From an optimization exercise on the open Yosys and OpenROAD flow, aimed at small area; shortcuts taken in it are not production practice. In this exercise RTL edits were held to simulation tests only and were not proved equivalent to the original.

==> inputs of v17 <==
==> flow/design.v (excerpt) <==
module algorithm_top (
  input  logic            clk,
  input  logic            rst_n,
  input  logic            s_axis_valid,
  output logic            s_axis_ready,
  input  logic signed [DATA_WIDTH*2-1:0] s_axis_data,  
  output logic            m_axis_valid,
  input  logic            m_axis_ready,
  output logic signed [OUTPUT_WIDTH*2-1:0] m_axis_data
);
clock: 11.0 ns
lec_check: 0
cap_margin: 5
core_margin: 2
core_utilization: 40
gpl_timing_driven: 0
slew_margin: 5
standard.sh (not shown) runs the stock make flow with config.mk's settings and CLKGATE_MAP_FILE= SYNTH_SCRIPT=/design/flow/synth_recipe.tcl, a recipe that flattens the netlist after the stock synthesis.
==> flow/flow/run.sh <==
#!/bin/bash
# Own layout flow: the standard ORFS flow (standard.sh) with a few make settings changed:
#  - SYNTH_ARGS=-noabc: skip the quick ABC pass inside Yosys's synth so that the full-adder
#    extraction sees the adder logic as written (registers are unaffected)
#  - port buffers are buf_1 instead of the default choice
#  - clock tree synthesis without dummy loads, with larger sink clusters of clkbuf_16
set -o pipefail
bash standard.sh \
  SYNTH_ARGS=-noabc \
  BUFFER_PORTS_ARGS="-buffer_cell sky130_fd_sc_hd__buf_1" \
  CTS_ARGS="-sink_clustering_enable -repair_clock_nets -dont_use_dummy_load -sink_clustering_size 25 -sink_clustering_max_diameter 80 -buf_list sky130_fd_sc_hd__clkbuf_16" \
   finish > standard_flow.log 2>&1
==> inputs of v16, as changes to v17 <==
--- a/flow/design.v
+++ b/flow/design.v
@@ -9,52 +9,48 @@
   output logic            in_ready,
   input  logic signed [DATA_WIDTH*2-1:0] in_data,  
   output logic            out_valid,
   input  logic            out_ready,
   output logic signed [OUTPUT_WIDTH*2-1:0] out_data
 );
   localparam int DEPTH = PIPELINE_DEPTH;
-  localparam int CNT_BITS = $clog2(DEPTH) + 1;
-  logic [CNT_BITS-1:0] count;    
-  logic [1:0] rd_k;              
+  localparam int PTR_BITS = $clog2(DEPTH);
+  logic [PTR_BITS:0] wr_ptr, rd_ptr;
   logic [DATA_WIDTH*2-1:0] mem [0:DEPTH-1];
   logic empty, full, push, pop;
-  assign empty = (count == 0);
-  assign full  = (count == DEPTH);
+  assign empty = (wr_ptr == rd_ptr);
+  assign full  = (wr_ptr[PTR_BITS] != rd_ptr[PTR_BITS]) &&
+                 (wr_ptr[PTR_BITS-1:0] == rd_ptr[PTR_BITS-1:0]);
   assign in_ready  = !full;
   assign out_valid = !empty;
   assign push = in_valid && !full;
   assign pop  = out_ready && !empty;
   always_ff @(posedge clk or negedge rst_n) begin
     if (!rst_n) begin
-      count <= '0;
-      rd_k  <= '0;
+      wr_ptr <= '0;
+      rd_ptr <= '0;
     end else begin
-      if (push && !pop) count <= count + 1'b1;
-      else if (pop && !push) count <= count - 1'b1;
-      if (pop) rd_k <= rd_k + 1'b1;
+      if (push) wr_ptr <= wr_ptr + 1'b1;
+      if (pop)  rd_ptr <= rd_ptr + 1'b1;
     end
   end
   always_ff @(posedge clk) begin
-    if (push) begin
-      mem[0] <= in_data;
-      for (int j = 1; j < DEPTH; j++) mem[j] <= mem[j-1];
-    end
+    if (push) mem[wr_ptr[PTR_BITS-1:0]] <= in_data;
   end
   logic [DATA_WIDTH*2-1:0] head;
   logic [1:0] k;
-  assign k = rd_k;
   logic [DEPTH-1:0] rd_sel;
   always_comb begin
     head = '0;
     for (int j = 0; j < DEPTH; j++) begin
-      rd_sel[j] = (count == j + 1);
+      rd_sel[j] = (rd_ptr[PTR_BITS-1:0] == j);
       head = head | ({(DATA_WIDTH*2){rd_sel[j]}} & mem[j]);
     end
   end
+  assign k = rd_ptr[1:0];
   logic [DATA_WIDTH-1:0] a, b;
   assign a = head[DATA_WIDTH*2-1 -: DATA_WIDTH];
   assign b = head[DATA_WIDTH-1 -: DATA_WIDTH];
   logic [16:0] q_r, q_i;
   wire r_0 = (k == 2'd0) ? 1'b0 : (k == 2'd1) ? b[0] : (k == 2'd2) ? 1'b0 : 1'b0;
   wire r_1 = (k == 2'd0) ? 1'b0 : (k == 2'd1) ? b[1] : (k == 2'd2) ? b[0] : 1'b0;
   wire r_2 = (k == 2'd0) ? 1'b0 : (k == 2'd1) ? b[2] : (k == 2'd2) ? b[1] : b[0];
==> flow/flow/run.sh (replaced) <==
#!/bin/bash
# Own layout flow: the standard ORFS flow (standard.sh) with a few make settings changed:
#  - SYNTH_ARGS=-noabc: skip the quick ABC pass inside Yosys's synth so that the full-adder
#    extraction sees the adder logic as written (registers are unaffected)
#  - port buffers are buf_1 instead of the default choice
#  - clock tree synthesis without dummy loads, with larger sink clusters of clkbuf_16
#  - RECOVER_POWER=100: after global routing, downsize gates on paths with positive slack
set -o pipefail
bash standard.sh \
  SYNTH_ARGS=-noabc \
  BUFFER_PORTS_ARGS="-buffer_cell sky130_fd_sc_hd__buf_1" \
  CTS_ARGS="-sink_clustering_enable -repair_clock_nets -dont_use_dummy_load -sink_clustering_size 25 -sink_clustering_max_diameter 80 -buf_list sky130_fd_sc_hd__clkbuf_16" \
  RECOVER_POWER=100 finish > standard_flow.log 2>&1
- CAP_MARGIN: 5 -> 20
- CORE_UTILIZATION: 40 -> 65
- GPL_TIMING_DRIVEN: 0 -> not set
- SLEW_MARGIN: 5 -> 20
==> inputs of v38, as changes to v17 <==
--- a/flow/design.v
+++ b/flow/design.v
@@ -9,52 +9,48 @@
   output logic            in_ready,
   input  logic signed [DATA_WIDTH*2-1:0] in_data,  
   output logic            out_valid,
   input  logic            out_ready,
   output logic signed [OUTPUT_WIDTH*2-1:0] out_data
 );
   localparam int DEPTH = PIPELINE_DEPTH;
-  localparam int CNT_BITS = $clog2(DEPTH) + 1;
-  logic [CNT_BITS-1:0] count;    
-  logic [1:0] rd_k;              
+  localparam int PTR_BITS = $clog2(DEPTH);
+  logic [PTR_BITS:0] wr_ptr, rd_ptr;
   logic [DATA_WIDTH*2-1:0] mem [0:DEPTH-1];
   logic empty, full, push, pop;
-  assign empty = (count == 0);
-  assign full  = (count == DEPTH);
+  assign empty = (wr_ptr == rd_ptr);
+  assign full  = (wr_ptr[PTR_BITS] != rd_ptr[PTR_BITS]) &&
+                 (wr_ptr[PTR_BITS-1:0] == rd_ptr[PTR_BITS-1:0]);
   assign in_ready  = !full;
   assign out_valid = !empty;
   assign push = in_valid && !full;
   assign pop  = out_ready && !empty;
   always_ff @(posedge clk or negedge rst_n) begin
     if (!rst_n) begin
-      count <= '0;
-      rd_k  <= '0;
+      wr_ptr <= '0;
+      rd_ptr <= '0;
     end else begin
-      if (push && !pop) count <= count + 1'b1;
-      else if (pop && !push) count <= count - 1'b1;
-      if (pop) rd_k <= rd_k + 1'b1;
+      if (push) wr_ptr <= wr_ptr + 1'b1;
+      if (pop)  rd_ptr <= rd_ptr + 1'b1;
     end
   end
   always_ff @(posedge clk) begin
-    if (push) begin
-      mem[0] <= in_data;
-      for (int j = 1; j < DEPTH; j++) mem[j] <= mem[j-1];
-    end
+    if (push) mem[wr_ptr[PTR_BITS-1:0]] <= in_data;
   end
   logic [DATA_WIDTH*2-1:0] head;
   logic [1:0] k;
-  assign k = rd_k;
   logic [DEPTH-1:0] rd_sel;
   always_comb begin
     head = '0;
     for (int j = 0; j < DEPTH; j++) begin
-      rd_sel[j] = (count == j + 1);
+      rd_sel[j] = (rd_ptr[PTR_BITS-1:0] == j);
       head = head | ({(DATA_WIDTH*2){rd_sel[j]}} & mem[j]);
     end
   end
+  assign k = rd_ptr[1:0];
   logic [DATA_WIDTH-1:0] a, b;
   assign a = head[DATA_WIDTH*2-1 -: DATA_WIDTH];
   assign b = head[DATA_WIDTH-1 -: DATA_WIDTH];
   logic [16:0] q_r, q_i;
   wire r_0 = (k == 2'd0) ? 1'b0 : (k == 2'd1) ? b[0] : (k == 2'd2) ? 1'b0 : 1'b0;
   wire r_1 = (k == 2'd0) ? 1'b0 : (k == 2'd1) ? b[1] : (k == 2'd2) ? b[0] : 1'b0;
   wire r_2 = (k == 2'd0) ? 1'b0 : (k == 2'd1) ? b[2] : (k == 2'd2) ? b[1] : b[0];
- CAP_MARGIN: 5 -> 20
- CORE_UTILIZATION: 40 -> 65
- GPL_TIMING_DRIVEN: 0 -> not set
- SLEW_MARGIN: 5 -> 20
==> inputs of v24, as changes to v17 <==
--- a/flow/design.v
+++ b/flow/design.v
@@ -9,52 +9,48 @@
   output logic            in_ready,
   input  logic signed [DATA_WIDTH*2-1:0] in_data,  
   output logic            out_valid,
   input  logic            out_ready,
   output logic signed [OUTPUT_WIDTH*2-1:0] out_data
 );
   localparam int DEPTH = PIPELINE_DEPTH;
-  localparam int CNT_BITS = $clog2(DEPTH) + 1;
-  logic [CNT_BITS-1:0] count;    
-  logic [1:0] rd_k;              
+  localparam int PTR_BITS = $clog2(DEPTH);
+  logic [PTR_BITS:0] wr_ptr, rd_ptr;
   logic [DATA_WIDTH*2-1:0] mem [0:DEPTH-1];
   logic empty, full, push, pop;
-  assign empty = (count == 0);
-  assign full  = (count == DEPTH);
+  assign empty = (wr_ptr == rd_ptr);
+  assign full  = (wr_ptr[PTR_BITS] != rd_ptr[PTR_BITS]) &&
+                 (wr_ptr[PTR_BITS-1:0] == rd_ptr[PTR_BITS-1:0]);
   assign in_ready  = !full;
   assign out_valid = !empty;
   assign push = in_valid && !full;
   assign pop  = out_ready && !empty;
   always_ff @(posedge clk or negedge rst_n) begin
     if (!rst_n) begin
-      count <= '0;
-      rd_k  <= '0;
+      wr_ptr <= '0;
+      rd_ptr <= '0;
     end else begin
-      if (push && !pop) count <= count + 1'b1;
-      else if (pop && !push) count <= count - 1'b1;
-      if (pop) rd_k <= rd_k + 1'b1;
+      if (push) wr_ptr <= wr_ptr + 1'b1;
+      if (pop)  rd_ptr <= rd_ptr + 1'b1;
     end
   end
   always_ff @(posedge clk) begin
-    if (push) begin
-      mem[0] <= in_data;
-      for (int j = 1; j < DEPTH; j++) mem[j] <= mem[j-1];
-    end
+    if (push) mem[wr_ptr[PTR_BITS-1:0]] <= in_data;
   end
   logic [DATA_WIDTH*2-1:0] head;
   logic [1:0] k;
-  assign k = rd_k;
   logic [DEPTH-1:0] rd_sel;
   always_comb begin
     head = '0;
     for (int j = 0; j < DEPTH; j++) begin
-      rd_sel[j] = (count == j + 1);
+      rd_sel[j] = (rd_ptr[PTR_BITS-1:0] == j);
       head = head | ({(DATA_WIDTH*2){rd_sel[j]}} & mem[j]);
     end
   end
+  assign k = rd_ptr[1:0];
   logic [DATA_WIDTH-1:0] a, b;
   assign a = head[DATA_WIDTH*2-1 -: DATA_WIDTH];
   assign b = head[DATA_WIDTH-1 -: DATA_WIDTH];
   logic [16:0] q_r, q_i;
   wire r_0 = (k == 2'd0) ? 1'b0 : (k == 2'd1) ? b[0] : (k == 2'd2) ? 1'b0 : 1'b0;
   wire r_1 = (k == 2'd0) ? 1'b0 : (k == 2'd1) ? b[1] : (k == 2'd2) ? b[0] : 1'b0;
   wire r_2 = (k == 2'd0) ? 1'b0 : (k == 2'd1) ? b[2] : (k == 2'd2) ? b[1] : b[0];
==> flow/flow/run.sh (replaced) <==
#!/bin/bash
# Own layout flow: the standard ORFS flow (standard.sh) with a few make settings changed:
#  - SYNTH_ARGS=-noabc: skip the quick ABC pass inside Yosys's synth so that the full-adder
#    extraction sees the adder logic as written (registers are unaffected)
#  - port buffers are buf_1 instead of the default choice
#  - clock tree synthesis without dummy loads, larger sink clusters
set -o pipefail
bash standard.sh \
  SYNTH_ARGS=-noabc \
  BUFFER_PORTS_ARGS="-buffer_cell sky130_fd_sc_hd__buf_1" \
  CTS_ARGS="-sink_clustering_enable -repair_clock_nets -dont_use_dummy_load -sink_clustering_size 25 -sink_clustering_max_diameter 80 -buf_list sky130_fd_sc_hd__clkbuf_16" \
  finish > standard_flow.log 2>&1
- CAP_MARGIN: 5 -> 20
- GPL_TIMING_DRIVEN: 0 -> not set
- SLEW_MARGIN: 5 -> 20
==> summary.txt <==
SO Faults=capacitance limit, slew limit; sequential share of the synthesized area=a little under three fifths; pins over their slew limit=about 530; fin crit share=~98%; Max-cap violations=18; highest metal used=met5; Layout non-clock buf frac=about 4.8%; Post-synth top cells=edfxtp_1, nor2_1, fa_1; starting DRC count in detailed routing=a little over 2000; Crit Path Max Fanout=16; outcome=complete, but fails checks
the above is filed under v16

==> summary.txt <==
fin crit share=98.0%; GR peak layer=met2; Post-synth top cells=edfxtp_1, nor2_1, fa_1; starting DRC count in detailed routing=2106; Setup Total Neg Slack=0 ns; outcome=timing/DRC/antenna clean; sequential share of the synthesized area=between 50 and 60%; Crit Path Max Fanout=8; FILL cells=~2800
the above is filed under v38

==> summary.txt <==
outcome=timing/DRC/antenna clean; Layout non-clock buf frac=7.91%; crit path launch=core_i.count[3]; highest metal used=met4; Crit Path Max Fanout=10; Slew @ Worst Pin=1.05 ns; Max-cap violations=0; fin crit share=97.4%; crit path capture type=primary output; sequential share of the synthesized area=55.8%; Post-synth top cells=edfxtp_1, fa_1, nor2_1
the above is filed under v17

==> summary.txt <==
outcome=timing/DRC/antenna clean; Layout non-clock buf frac=just under 6%; Crit Path Max Fanout=20; sequential share of the synthesized area=56.8%; clock buf count=24; Post-synth top cells=edfxtp_1, nor2_1, fa_1; Period minus WS final=10.72 ns; fin crit share=97.5%; Placed Area=approximately 0.03 mm²; pins over their slew limit=0; flop2flop setup slack=7.95 ns; starting DRC count in detailed routing=2100; Max-cap violations=0
the above is filed under v24

re-timing with driven ports:
The results above use ideal ports. As a check the final layouts listed here were re-extracted and re-timed, cells and wires unchanged. Step 1 sets driving cells, clkbuf_16 on the clock port and buf_2 on the other inputs (assumed; they add their load-dependent delay and slew). Step 2 times the ports against the registers' clock, not the clock port: input delays grow and output delays shrink by t, the midpoint of the rising clock arrivals with the driver on. Three values: no drivers, after step 1, after step 2; two values: the first two.
run	t (ns)	slack for setup (ns)	latest minus earliest clock arrival (ns)
v17	0.618	0.286 / 0.231 / 0.849	0.047 / 0.048
v16	0.602	0.233 / 0.180 / 0.782	0.024 / 0.024
v38	0.601	0.219 / 0.168 / 0.769	0.025 / 0.025
v24	0.613	0.276 / 0.223 / 0.835	0.022 / 0.023
